Background: an optimization exercise with open tools, aiming at small area and a short achievable clock period. Do not read the settings as production practice.
The RTL was checked by simulation tests, not by an equivalence proof against the original design.
Power and IR drop assume default switching activity.

==> willow <==
==> flow/design.v (excerpt) <==
module multiplier_pipelined(
    input logic clk,
    input logic[31:0] a,
    input logic[31:0] b,
    output logic[63:0] r
);
clock: 9.0 ns
lec_check: 0
cap_margin: 20
core_margin: 2
core_utilization: 40
setup_slack_margin: 4.5
slew_margin: 20
synth_hierarchical: 1
synth_minimum_keep_size: 0
standard.sh (not shown) runs the stock make flow with config.mk's settings and CLKGATE_MAP_FILE= SYNTH_SCRIPT=/design/flow/synth_recipe.tcl, a recipe that flattens the netlist after the stock synthesis.
==> flow/flow/run.sh <==
#!/bin/bash
# Standard ORFS layout (the standard.sh, unchanged synthesis), with the port
# buffers that global placement inserts made plain buffers instead of the
# default delay-cell choice. Each tool's output goes to a log file here.
set -euo pipefail
export BUFFER_PORTS_ARGS="-buffer_cell sky130_fd_sc_hd__buf_4"
bash standard.sh > standard_flow.log 2>&1
==> tundra (differences from willow) <==
- SETUP_SLACK_MARGIN: 4.5 -> 5.0
==> qor summary <==
|  | willow | tundra |
|---|---|---|
| Status | complete, no violations | complete, no violations |
| Final hold slack | 0.9955 ns | 0.8755 ns |
| Path length in cells of the critical path | 9 | 10 |
| Met3 demand-to-capacity share in global routing | 10.26% | 11.36% |
| Final period util | 49.47% | 47.07% |
| Via count of the first global-routing pass | 23.71k | 24.63k |
| Power drawn by the clock network | 1.05 mW | 1.10 mW |
| Global-route track usage on met1 | 38.01% | 38.22% |
| Flip-flop and latch power | 2.07 mW | 2.23 mW |
| Clock network share of area | 2.900% | 2.668% |
| Type of the worst setup path | flop to flop | flop to output port |
| Critical path buffer and inverter count | 0 | 2 |
| Proportion of layout cells with a drive suffix above 1 | 15.82% | 31.19% |
| Sw frac | 49.21% | 48.21% |
| DP Cell Count | 3510 | 3505 |
| Internal Pwr Total | 6.521 mW | 7.432 mW |
| Flop2flop setup slack | 4.55 ns | 4.94 ns |
| WL met2 | 43390 um | 46810 um |
| Routed length on met3 | 14040 um | 16410 um |
| Post-cts sizing count | 20 | 410 |
| Leakage Power | 10.82 nW | 12.25 nW |
| Multi-input gate area | 20780 um^2 | 22310 um^2 |

========
==> inputs of run D <==
multiplier_pipelined again, from the RTL that the note above started with.
Settings: LEC_CHECK=0, CAP_MARGIN=20, CORE_MARGIN=2, CORE_UTILIZATION=40, CTS_CLUSTER_DIAMETER=150, CTS_CLUSTER_SIZE=30, PLACE_DENSITY=0.75, SETUP_SLACK_MARGIN=4.8, SLEW_MARGIN=20, SYNTH_HIERARCHICAL=1, SYNTH_MINIMUM_KEEP_SIZE=0; clock period 9.0 ns.
==> flow/flow/run.sh <==
#!/bin/bash
# Standard ORFS layout (the standard.sh, unchanged synthesis), with the port
# buffers that global placement inserts made plain buffers instead of the
# default delay-cell choice. Each tool's output goes to a log file here.
set -euo pipefail
export BUFFER_PORTS_ARGS="-buffer_cell sky130_fd_sc_hd__buf_2"
bash standard.sh > standard_flow.log 2>&1
==> inputs of run H, as changes to run D <==
--- a/flow/flow/run.sh
+++ b/flow/flow/run.sh
@@ -4,4 +4,4 @@
 # default delay-cell choice. Each tool's output goes to a log file here.
 set -euo pipefail
-export BUFFER_PORTS_ARGS="-buffer_cell sky130_fd_sc_hd__buf_2"
+export BUFFER_PORTS_ARGS="-buffer_cell sky130_fd_sc_hd__buf_4"
 bash standard.sh > standard_flow.log 2>&1
--- a/flow/config.mk
+++ b/flow/config.mk
@@ -9,7 +9,4 @@
 export CORE_MARGIN = 2
 export CORE_UTILIZATION = 40
-export CTS_CLUSTER_DIAMETER = 150
-export CTS_CLUSTER_SIZE = 30
-export PLACE_DENSITY = 0.75
 export SETUP_SLACK_MARGIN = 4.8
 export SLEW_MARGIN = 20
==> results.py <==
metrics = {
    "sta": {
        "slew-limit-headroom_pct": 34.2,
    },
    "pwr": {
        "p_leak_uw": 0.0108,
    },
    "worst_setup_path": {
        "r2r_start": "rs2_83",
    },
    "routing": {
        "detail_route.vias_per_cell": 6.89,
    },
    "run_status": {
        "status": "finished clean",
    },
    "global_route": {
        "grt_usage_pct": 26.8,
    },
}
the above is filed under run D

==> results.py <==
metrics = {
    "sta": {
        "slew-limit-headroom_pct": 29.9,
    },
    "routing": {
        "detail_route.vias_per_cell": 6.72,
    },
    "run_status": {
        "status": "finished clean",
    },
    "global_route": {
        "grt_usage_pct": 28.8,
    },
}
the above is filed under run H


========
==> inputs of v27 <==
multiplier_pipelined again, from the RTL that the note above started with.
==> flow/design.v (excerpt) <==
module multiplier_pipelined(
    input logic clk,
    input logic[31:0] a,
    input logic[31:0] b,
    output logic[63:0] r
);
    logic ra1;
    logic ra2;
    logic ra3;
    logic ra4;
    logic ra5;
    logic ra6;
    logic ra7;
    logic ra8;
    logic ra9;
    logic ra10;
    logic ra11;
    logic ra12;
    logic ra13;
    logic ra14;
    logic ra15;
    logic ra16;
    logic ra17;
    logic ra18;
    logic ra19;
    logic ra20;
    logic ra21;
    logic ra22;
    logic ra23;
    logic ra24;
    logic ra25;
    logic ra26;
    logic ra27;
    logic ra28;
    logic ra29;
    logic ra30;
    logic ra31;
    logic ra32;
    logic rt34;
    logic rt35;
    logic rt36;
    logic rt37;
    logic rt38;
    logic rt39;
    logic rt40;
    logic rt41;
    logic rt42;
    logic rt43;
    logic rt44;
    logic rt45;
    logic rt46;
    logic rt47;
    logic rt48;
    logic rt49;
    logic rt50;
    logic rt51;
    logic rt52;
    logic rt53;
    logic rt54;
  ...
export LEC_CHECK = 0
export CAP_MARGIN = 20
export CORE_MARGIN = 2
export CORE_UTILIZATION = 40
export SETUP_SLACK_MARGIN = 4.2
export SLEW_MARGIN = 20
export SYNTH_HIERARCHICAL = 1
export SYNTH_MINIMUM_KEEP_SIZE = 0
create_clock -name core_clock -period 9.0 [get_ports {clk}]
==> flow/flow/run.sh <==
#!/bin/bash
# Standard ORFS layout (the standard.sh, unchanged synthesis), with the port
# buffers that global placement inserts made plain buffers instead of the
# default delay-cell choice. Each tool's output goes to a log file here.
set -euo pipefail
export BUFFER_PORTS_ARGS="-buffer_cell sky130_fd_sc_hd__buf_4"
bash standard.sh > standard_flow.log 2>&1
==> v12: changes against v27 <==
==> flow/flow/run.sh (replaced) <==
#!/bin/bash
# Standard ORFS layout (the standard.sh, unchanged synthesis), with the port
# buffers that global placement inserts made plain buffers instead of the
# default delay-cell choice. Each tool's output goes to a log file here.
set -euo pipefail
export BUFFER_PORTS_ARGS="-buffer_cell sky130_fd_sc_hd__buf_2"
bash standard.sh > standard_flow.log 2>&1
--- a/flow/config.mk
+++ b/flow/config.mk
@@ -8,7 +8,7 @@
 export CAP_MARGIN = 20
 export CORE_MARGIN = 2
 export CORE_UTILIZATION = 40
-export SETUP_SLACK_MARGIN = 4.2
+export SETUP_SLACK_MARGIN = 4.8
 export SLEW_MARGIN = 20
 export SYNTH_HIERARCHICAL = 1
 export SYNTH_MINIMUM_KEEP_SIZE = 0
==> comparison table <==
metric	v27	v12
Gr usage total	0.286	0.287
Met2 WL post-DR	43.7 mm	44.9 mm
Total instance count after detailed placement	3510	3511
Layout overhead on the synthesized area	7.10%	12.0%
Setup bufs post-CTS	0	21
Resized Gates After CTS	6	237
Internal power summed over all cells	0.00646 W	0.00672 W
Clock edge transition at the registers on the reported setup and hold paths	0.06 ns	0.07 ns
Final standard cell utilization of the core	0.433	0.452
Result of the run	no timing/DRC/antenna violations	no timing/DRC/antenna violations
Register-to-Register Setup Slack	4.46 ns	4.76 ns
Met3 wire length	14.2 mm	14.2 mm
Area after DPL	28100 sq um	27800 sq um
Layout clock area frac	0.0292	0.0309
Total number of vias	24000	24300
Number of antenna violations at the first check in global routing	0	1
Critical path origin	rp1296	rp1292

-- re-timing with driven ports --
The flow's constraints put no driver on any port. The routed layouts listed below were extracted and timed again, unchanged, in two steps.
Step 1 sets driving cells, clkbuf_16 on the clock port and buf_2 on the other inputs (assumed; they add their load-dependent delay and slew).
Step 2, shift: input delay + t, output delay - t, t = (earliest + latest rising clock arrival at the registers) / 2. This alone moves slack from input paths to output paths.
Slacks: ideal / step 1 / step 2; pairs: ideal / step 1.
run | t, ns | setup slack, ns | worst data-port slew with drivers (ns)
willow | 0.641 | 4.548 / 4.490 / 4.548 | 0.07
tundra | 0.643 | 4.764 / 4.697 / 4.572 | 0.07
run D | 0.581 | 4.757 / 4.691 / 4.700 | 0.07
run H | 0.641 | 4.751 / 4.683 / 4.607 | 0.06
v27 | 0.640 | 4.339 / 4.275 / 4.464 | 0.06
v12 | 0.656 | 4.751 / 4.686 / 4.617 | 0.07
After both steps every run listed still meets setup and hold. The setup slack of tundra, which loses most, moves by -0.067 ns with the drivers and by -0.192 ns with both steps.
